Background: an optimization exercise with open tools, aiming at small area. Do not read the settings as production practice.
In this exercise RTL edits were held to simulation tests only and were not proved equivalent to the original.

// fir16_top
module fir16_top (clk, reset, sample_in, y_out);
    input clk;
    input reset;
    input  signed [15:0] sample_in;
    output signed [35:0] y_out;
    reg [15:0] tap0;
    reg [15:0] tap1;
    reg [15:0] tap2;
    reg [15:0] tap3;
    reg [15:0] tap4;
    reg [15:0] tap5;
    reg [15:0] tap6;
    reg [15:0] tap7;
    reg [15:0] tap8;
    reg [15:0] tap9;
    reg [15:0] tap10;
    reg [15:0] tap11;
    reg [15:0] tap12;
    reg [15:0] tap13;
    reg [15:0] tap14;
    reg [15:0] tap15;
    reg [15:0] tap16;
    always @(posedge clk) begin
        tap1 <= tap0;
        tap3 <= tap2;
        tap5 <= tap4;
        tap7 <= tap6;
        tap9 <= tap8;
        tap11 <= tap10;
        tap13 <= tap12;
        tap15 <= tap14;
    end
    always @(posedge clk or posedge reset) begin
        if (reset) begin
            tap0 <= 16'h0000;
            tap2 <= 16'h0000;
            tap4 <= 16'h0000;
            tap6 <= 16'h0000;
            tap8 <= 16'h0000;
            tap10 <= 16'h0000;
            tap12 <= 16'h0000;
            tap14 <= 16'h0000;
            tap16 <= 16'h0000;
        end else begin
            tap0 <= sample_in;
            tap2 <= tap1;
            tap4 <= tap3;
            tap6 <= tap5;
            tap8 <= tap7;
            tap10 <= tap9;
            tap12 <= tap11;
            tap14 <= tap13;
            tap16 <= tap15;
        end
    end
    wire n1, n2, n3, n4, n5, n6, n7, n8, n9, n10, n11, n12, n13, n14, n15, n16;
    wire n17, n18, n19, n20, n21, n22, n23, n24, n25, n26, n27, n28, n29, n30, n31, n32;
    wire n33, n34, n35, n36, n37, n38, n39, n40, n41, n42, n43, n44, n45, n46, n47, n48;
    wire n49, n50, n51, n52, n53, n54, n55, n56, n57, n58, n59, n60, n61, n62, n63, n64;
    wire n65, n66, n67, n68, n69, n70, n71, n72, n73, n74, n75, n76, n77, n78, n79, n80;
    wire n81, n82, n83, n84, n85, n86, n87, n88, n89, n90, n91, n92, n93, n94, n95, n96;
    wire n97, n98, n99, n100, n101, n102, n103, n104, n105, n106, n107, n108, n109, n110, n111, n112;
  ...
For scale: roughly 1100 cells after synthesis, about 310 flip-flops, roughly 54 I/O pins, roughly 18000 sq um of cells after synthesis.
==> flow/config.mk <==
export PLATFORM = sky130hd
export DESIGN_NAME = fir16_top
export DESIGN_NICKNAME = fir16_top
export VERILOG_FILES = /design/flow/design.v
export SDC_FILE = /design/flow/constraint.sdc
export NUM_CORES = 4
export LEC_CHECK = 0
export CAP_MARGIN = 20
export CORE_MARGIN = 2
export CORE_UTILIZATION = 70
export CTS_BUF_LIST = sky130_fd_sc_hd__clkbuf_8
export CTS_CLUSTER_DIAMETER = 70
export CTS_CLUSTER_SIZE = 18
export SLEW_MARGIN = 20
export SYNTH_HIERARCHICAL = 1
export SYNTH_MINIMUM_KEEP_SIZE = 0
==> flow/constraint.sdc <==
create_clock -name core_clock -period 8.0 [get_ports {clk}]
set_input_delay 1.6000 -clock core_clock [delete_from_list [all_inputs] [get_ports {clk}]]
set_output_delay 1.6000 -clock core_clock [all_outputs]
set_load 0.01 [all_outputs]
standard.sh (not shown) runs the stock make flow with config.mk's settings and CLKGATE_MAP_FILE= SYNTH_SCRIPT=/design/flow/synth_recipe.tcl, a recipe that flattens the netlist after the stock synthesis.
==> flow/flow/run.sh <==
#!/bin/bash
# Standard layout; only the port buffers are the smallest buffer cell.
set -euo pipefail
bash standard.sh 'BUFFER_PORTS_ARGS=-buffer_cell sky130_fd_sc_hd__buf_1' finish > standard_flow.log 2>&1
The first run finished clean.
Then changed:
CTS_CLUSTER_DIAMETER = 80   (was 70)
CTS_CLUSTER_SIZE = 16   (was 18)
The new run went through all stages and came out clean.
Worst setup slack is better by 0.022 ns.
Die area is unchanged.
Final area hardly moves.
Hold slack is worse by 0.0070 ns.
Register-to-register slack is better by 0.02 ns.
Clock skew goes up by 0.0054 ns.
Routed wire length goes up by 0.90%.
First-iteration DRC count goes down by 4.2%.
Global-route usage goes up by 0.21 points.

========
Another version of the RTL of fir16_top (not shown whole).
Size in the first run: roughly 1000 cells after synthesis, about 310 flip-flops, roughly 54 I/O pins.
==> flow/config.mk <==
export PLATFORM = sky130hd
export DESIGN_NAME = fir16_top
export DESIGN_NICKNAME = fir16_top
export VERILOG_FILES = /design/flow/design.v
export SDC_FILE = /design/flow/constraint.sdc
export NUM_CORES = 4
export LEC_CHECK = 0
export CAP_MARGIN = 20
export CORE_MARGIN = 2
export CORE_UTILIZATION = 70
export CTS_BUF_LIST = sky130_fd_sc_hd__clkbuf_8
export CTS_CLUSTER_DIAMETER = 80
export CTS_CLUSTER_SIZE = 16
export SLEW_MARGIN = 20
export SYNTH_HIERARCHICAL = 1
export SYNTH_MINIMUM_KEEP_SIZE = 0
==> flow/constraint.sdc <==
create_clock -name core_clock -period 8.0 [get_ports {clk}]
set_input_delay 1.6000 -clock core_clock [delete_from_list [all_inputs] [get_ports {clk}]]
set_output_delay 1.6000 -clock core_clock [all_outputs]
set_load 0.01 [all_outputs]
Scripts as last shown in full above: flow/flow/run.sh
Rerun with:
ABC_AREA = 1   (was unset)
CTS_CLUSTER_SIZE = 14   (was 16)
Setup slack improves by 0.012 ns; design area went down by 0.37%; wire length came out lower by 1.5%.
Rerun with:
ABC_AREA = unset   (was 1)
CTS_BUF_LIST = sky130_fd_sc_hd__clkbuf_4   (was sky130_fd_sc_hd__clkbuf_8)
CTS_CLUSTER_DIAMETER = 60   (was 80)
CTS_CLUSTER_SIZE = 10   (was 14)
Outcome: Cell area rises by about 1.5%. Non-clock buffer count is higher by 5. Wire length came out higher by about 3.6%. Sequential share of layout area fell by 0.53 points. Worst setup slack is worse by 0.012 ns. Global-route usage came out higher by 0.50 points.
Rerun with:
ABC_AREA = 1   (was unset)
CTS_BUF_LIST = sky130_fd_sc_hd__clkbuf_8   (was sky130_fd_sc_hd__clkbuf_4)
CTS_CLUSTER_DIAMETER = 80   (was 60)
CTS_CLUSTER_SIZE = 16   (was 10)
The new run finished with timing, DRC and antenna clean.
Sequential cell count does not change.
Worst hold slack gets worse by 0.018 ns.
Die area is lower by about 0.5%.
Count of clock-buffer cells in the layout is lower by 38.
Cell count is lower by about 1.4%.
Rerun with:
ABC_AREA = unset   (was 1)
CTS_BUF_LIST = sky130_fd_sc_hd__clkbuf_2 sky130_fd_sc_hd__clkbuf_4 sky130_fd_sc_hd__clkbuf_8   (was sky130_fd_sc_hd__clkbuf_8)
Core utilization is higher by 0.66 points.
Design area is higher by 1.2%.
Maximum frequency is lower by 0.31%.
Clock-buffer cell count is higher by 15.
Setup slack got worse by 0.024 ns.
Critical path depth is lower by 1.
Sequential share of layout area is lower by 0.42 points.
Cell count is lower by 0.48%.
Rerun with:
CORE_UTILIZATION = 60   (was 70)
CTS_BUF_LIST = sky130_fd_sc_hd__clkbuf_8   (was sky130_fd_sc_hd__clkbuf_2 sky130_fd_sc_hd__clkbuf_4 sky130_fd_sc_hd__clkbuf_8)
Effect: The new run completed without violations. Clock skew grows by 0.015 ns. Synthesized area is unchanged. Maximum frequency is about the same. Wire length grows by about 1.7%. Register-to-register slack is about the same. Non-clock buffer count shrinks by 3. Final area barely changes. Die area grows by about 16%. Worst setup slack degrades by 0.012 ns. First-iteration DRC count shrinks by 50%.

-- afterwards: timing with drivers on the ports --
The results above use ideal ports. As a check the final layouts listed here were re-extracted and re-timed, cells and wires unchanged. Step 1 (the two cells are an assumption about what drives the block):
set clk [get_ports {clk}]
set_driving_cell -lib_cell sky130_fd_sc_hd__clkbuf_16 $clk
set_driving_cell -lib_cell sky130_fd_sc_hd__buf_2 [delete_from_list [all_inputs] $clk]
Step 2, shift: input delay + t, output delay - t, t = (earliest + latest rising clock arrival at the registers) / 2. This alone moves slack from input paths to output paths. Three values: ideal ports, drivers, drivers and shift; two values: the first two.
run	t (ns)	setup WS [ns]	hold slack, ns	worst slew at a driven data input, ns	pins driven straight from the clock port
the first run of note 1	0.595	0.187 / 0.187 / 0.187	0.339 / 0.339 / 0.339	0.04	1
the second run of note 1	0.607	0.209 / 0.209 / 0.209	0.332 / 0.332 / 0.332	0.03	1
the first run of note 2	0.595	0.198 / 0.198 / 0.198	0.342 / 0.342 / 0.342	0.04	1
the second run of note 2	0.617	0.210 / 0.210 / 0.210	0.344 / 0.344 / 0.344	0.04	1
the third run of note 2	0.706	0.198 / 0.198 / 0.198	0.350 / 0.350 / 0.350	0.04	1
the fourth run of note 2	0.605	0.224 / 0.224 / 0.224	0.332 / 0.332 / 0.332	0.03	1
the fifth run of note 2	0.596	0.200 / 0.201 / 0.201	0.344 / 0.344 / 0.344	0.04	1
the sixth run of note 2	0.612	0.189 / 0.189 / 0.189	0.348 / 0.348 / 0.348	0.03	1
After both steps every run listed still meets setup and hold.
